This design comes from an exercise in tuning for small area on the open sky130 flow, not from production work. Function was checked by simulation only, so behaviour that the tests miss may differ from the original. Power figures rest on the tool's default switching activity, not on a simulated workload.

==> module fp_add, before the edit <==
module fp_add (
    input  var logic        clk,
    input  var logic        rst,
    input  var logic        valid_i,
    input  var logic [31:0] num_a_i,
    input  var logic [31:0] num_b_i,
    output var logic [31:0] num_o,
    output var logic        valid_o
);
function automatic logic [24:0] add24(input logic [23:0] a, input logic [23:0] b, input logic ci,
                                      output logic [23:0] pa);
    logic [23:0] g, p, gg, pp;
    logic [24:0] c;
    g  = a & b;
    p  = a ^ b;
    gg = g;
    pp = p;
    gg[0] = g[0] | (p[0] & ci);
    for (int d = 1; d < 24; d = d * 2)
        for (int i = 2 * d - 1; i < 24; i = i + 2 * d) begin
            gg[i] = gg[i] | (pp[i] & gg[i-d]);
            pp[i] = pp[i] & pp[i-d];
        end
    for (int d = 8; d >= 1; d = d / 2)
        for (int i = 3 * d - 1; i < 24; i = i + 2 * d) begin
            gg[i] = gg[i] | (pp[i] & gg[i-d]);
            pp[i] = pp[i] & pp[i-d];
        end
    c[0] = ci;
    for (int i = 0; i < 24; i++)
        c[i+1] = gg[i];
    pa = pp;
    add24 = { c[24], p ^ c[23:0] };
endfunction
function automatic logic [8:0] add8(input logic [7:0] a, input logic [7:0] b, input logic ci,
                                    output logic [7:0] pa);
    logic [7:0] g, p, gg, pp;
    logic [8:0] c;
    g  = a & b;
    p  = a ^ b;
    gg = g;
    pp = p;
    gg[0] = g[0] | (p[0] & ci);
    for (int d = 1; d < 8; d = d * 2)
        for (int i = 2 * d - 1; i < 8; i = i + 2 * d) begin
            gg[i] = gg[i] | (pp[i] & gg[i-d]);
            pp[i] = pp[i] & pp[i-d];
        end
    for (int d = 2; d >= 1; d = d / 2)
        for (int i = 3 * d - 1; i < 8; i = i + 2 * d) begin
            gg[i] = gg[i] | (pp[i] & gg[i-d]);
            pp[i] = pp[i] & pp[i-d];
        end
    c[0] = ci;
    for (int i = 0; i < 8; i++)
        c[i+1] = gg[i];
    pa = pp;
    add8 = { c[8], p ^ c[7:0] };
endfunction
logic        sa, sb;
logic [7:0]  ea, eb, xa, xb;
logic        za, zb;
logic        a_big;        
logic [8:0]  dab;          
logic [7:0]  eq_lo;        
logic [7:0]  d;
logic        sat;
logic [23:0] ma, mb, my, my_sh;
always_comb begin
    sa = num_a_i[31];
    sb = num_b_i[31];
    ea = num_a_i[30:23];
    eb = num_b_i[30:23];
    za = ea == '0;
    zb = eb == '0;
    xa = { ea[7:1], ea[0] | za };
    xb = { eb[7:1], eb[0] | zb };
    ma = { ~za, num_a_i[22:0] };
    mb = { ~zb, num_b_i[22:0] };
    dab   = add8(xa, ~xb, 1'b1, eq_lo);
    a_big = dab[8] & (~eq_lo[7] | sb);
    d     = dab[7:0] ^ ({ ~eq_lo[6:0], 1'b0 } & {8{~dab[8]}});
    sat = d[7:5] != '0;    
    my    = a_big ? mb : ma;
    my_sh = my;
    if (d[0]) my_sh = { 1'b0, my_sh[23:1] };
    if (d[1]) my_sh = { 2'b0, my_sh[23:2] };
    if (d[2]) my_sh = { 4'b0, my_sh[23:4] };
    if (d[3]) my_sh = { 8'b0, my_sh[23:8] };
    if (d[4] | sat) my_sh = { 16'b0, my_sh[23:16] & {8{~sat}} };
end
logic        valid_p1;
logic        sx_p1;
logic        sub_p1;
logic [7:0]  h_p1;
logic [23:0] mx_p1;
logic [23:0] my_p1;
always_ff @(posedge clk) begin
    sx_p1  <= a_big ? sa : sb;
    sub_p1 <= sa ^ sb;
    h_p1   <= a_big ? xa : xb;
    mx_p1  <= a_big ? ma : mb;
    my_p1  <= my_sh;
end
always_ff @(posedge clk)
    if (rst)
        valid_p1 <= '0;
    else
        valid_p1 <= valid_i;
logic [24:0] sum;
logic        neg;          
logic [23:0] pa;           
logic [23:0] below;        
logic [23:0] r;
logic        cout;
logic        top;          
always_comb begin
    sum  = add24(mx_p1, my_p1 ^ {24{sub_p1}}, sub_p1, pa);
    neg  = sub_p1 & ~sum[24];
    cout = sum[24] & ~sub_p1;
    top  = cout & (h_p1 == 8'd254);
    below = ~{ pa[22:0], 1'b1 };
    r = sum[23:0] ^ (below & {24{neg}});
end
logic [23:0] r_p2;
logic        c_p2;
logic        s_p2;
logic [7:0]  h1_p2;        
always_ff @(posedge clk) begin
    r_p2  <= r | {24{top}};
    c_p2  <= cout & ~top;
    s_p2  <= sx_p1 ^ neg;
    h1_p2 <= (sub_p1 & pa[23]) ? 8'd2 : h_p1 + 8'd1;
end
always_ff @(posedge clk)
    if (rst)
        valid_o <= '0;
    else
        valid_o <= valid_p1;
logic [24:0] w, w_n;
logic [4:0]  lz;
logic [7:0]  e_o;
always_comb begin
    w = { c_p2, r_p2 };
    lz = 5'd2;
    for (int i = 0; i < 25; i++)
        if (w[i])
            lz = 5'(24 - i);
    w_n  = w;
    if (lz[4]) w_n = { w_n[8:0], 16'b0 };
    if (lz[3]) w_n = { w_n[16:0], 8'b0 };
    if (lz[2]) w_n = { w_n[20:0], 4'b0 };
    if (lz[1]) w_n = { w_n[22:0], 2'b0 };
    if (lz[0]) w_n = { w_n[23:0], 1'b0 };
    e_o  = h1_p2 - 8'(lz);
    num_o = { s_p2, e_o, w_n[23:1] };
end
endmodule
Settings: LEC_CHECK=0, ABC_AREA=1, CAP_MARGIN=20, CORE_MARGIN=2, CORE_UTILIZATION=40, CTS_BUF_LIST=sky130_fd_sc_hd__clkbuf_8, SLEW_MARGIN=20; clock period 4.7 ns.
standard.sh (not shown) runs the stock make flow with config.mk's settings and CLKGATE_MAP_FILE= SYNTH_SCRIPT=/design/flow/synth_recipe.tcl, a recipe that flattens the netlist after the stock synthesis.
==> flow/flow/run.sh <==
#!/bin/bash
# Layout flow: the standard synthesis, then the combinational logic is
# re-mapped by ABC with an area-recovering script (flip-flops are kept as
# blackboxes, so every register keeps its name and cell), then the standard
# ORFS layout with plain buf_1 cells as the port buffers.
set -euo pipefail
here=$(pwd)
res=$here/orfs/results/$FLOW_PLATFORM/fp_add/base
log=$here/orfs/logs/$FLOW_PLATFORM/fp_add/base
lib=$FLOW_HOME/platforms/$FLOW_PLATFORM/lib/sky130_fd_sc_hd__tt_025C_1v80.lib

bash standard.sh synth > standard_synth.log 2>&1

# the same don't-use list the standard synthesis gave abc
dont_use=$(grep -o -- '-dont_use [A-Za-z0-9_]*' $log/1_2_yosys.log | sort -u | tr '\n' ' ')
cp $res/1_2_yosys.v $here/standard_1_2_yosys.v
cat > $here/remap.ys <<EOT
read_liberty -ignore_miss_func $lib
read_verilog $here/standard_1_2_yosys.v
hierarchy -top $FLOW_TOP
blackbox sky130_fd_sc_hd__df* sky130_fd_sc_hd__dl* sky130_fd_sc_hd__sdf* sky130_fd_sc_hd__edf*
flatten
opt_clean
techmap
opt -fast
abc -script $here/flow/remap.abc -liberty $lib $dont_use
opt_clean -purge
stat -liberty $lib
write_verilog -noattr -noexpr -nohex -nodec $res/1_2_yosys.v
EOT
yosys -l $here/remap.log -q $here/remap.ys > /dev/null 2>&1
rm -f $res/1_synth.odb $res/1_synth.sdc

export BUFFER_PORTS_ARGS="-buffer_cell sky130_fd_sc_hd__buf_1"
bash standard.sh > standard_finish.log 2>&1
==> flow/flow/remap.abc <==
&get -n
&st
&dch -f
&nf -p {D}
&put
buffer -c
topo
upsize -c
dnsize -c
Next try:
--- a/flow/design.v
+++ b/flow/design.v
@@ -129,32 +129,34 @@
 logic [7:0]  h1_p2;        
 always_ff @(posedge clk) begin
     r_p2  <= r | {24{top}};
     c_p2  <= cout & ~top;
     s_p2  <= sx_p1 ^ neg;
-    h1_p2 <= (sub_p1 & pa[23]) ? 8'd2 : h_p1 + 8'd1;
+    h1_p2 <= h_p1 + 8'd1;
 end
 always_ff @(posedge clk)
     if (rst)
         valid_o <= '0;
     else
         valid_o <= valid_p1;
 logic [24:0] w, w_n;
 logic [4:0]  lz;
+logic        zero;
 logic [7:0]  e_o;
 always_comb begin
     w = { c_p2, r_p2 };
-    lz = 5'd2;
+    lz = '0;
     for (int i = 0; i < 25; i++)
         if (w[i])
             lz = 5'(24 - i);
+    zero = w == '0;
     w_n  = w;
     if (lz[4]) w_n = { w_n[8:0], 16'b0 };
     if (lz[3]) w_n = { w_n[16:0], 8'b0 };
     if (lz[2]) w_n = { w_n[20:0], 4'b0 };
     if (lz[1]) w_n = { w_n[22:0], 2'b0 };
     if (lz[0]) w_n = { w_n[23:0], 1'b0 };
-    e_o  = h1_p2 - 8'(lz);
+    e_o  = zero ? 8'd0 : h1_p2 - 8'(lz);
     num_o = { s_p2, e_o, w_n[23:1] };
 end
 endmodule
 `resetall
What happened: The new run produced a clean layout; critical path depth grows by 4; routed wire length fell by 1.1%; final area barely changes; via count climbs by 1.3%; total power went up by 1.7%; hold slack improves by 9.8 ps; count of clock-buffer cells in the layout drops by 1; maximum frequency is lower by about 2.4%; final cell count grows by 1.5%; first-iteration DRC count came out higher by 19%; utilization came out lower by 0.19 points; global-route usage is lower by 0.19 points; setup slack loses 110 ps.

## re-timing with driven ports
The results above use ideal ports. As a check the final layouts listed here were re-extracted and re-timed, cells and wires unchanged. Step 1 assumes that a clkbuf_16 drives the clock port and a buf_2 every other input. Step 2 moves the port delays by t, midway between the first and last clock arrival at a register: inputs arrive t later, outputs are due t later. That takes back most of the time a late clock gives input paths. Three values: ideal ports, drivers, drivers and shift; two values: the first two.
run	shift t [ns]	setup slack, ns	hold slack, ns	worst setup path after step 2
the first run	0.400	0.385 / 0.344 / 0.182	0.436 / 0.436 / 0.436	input to register
the second run	0.404	0.277 / 0.241 / 0.421	0.446 / 0.446 / 0.446	input to register
After both steps every run listed still meets setup and hold. The setup slack of the first run, which loses most, moves by -0.041 ns with the drivers and by -0.203 ns with both steps.
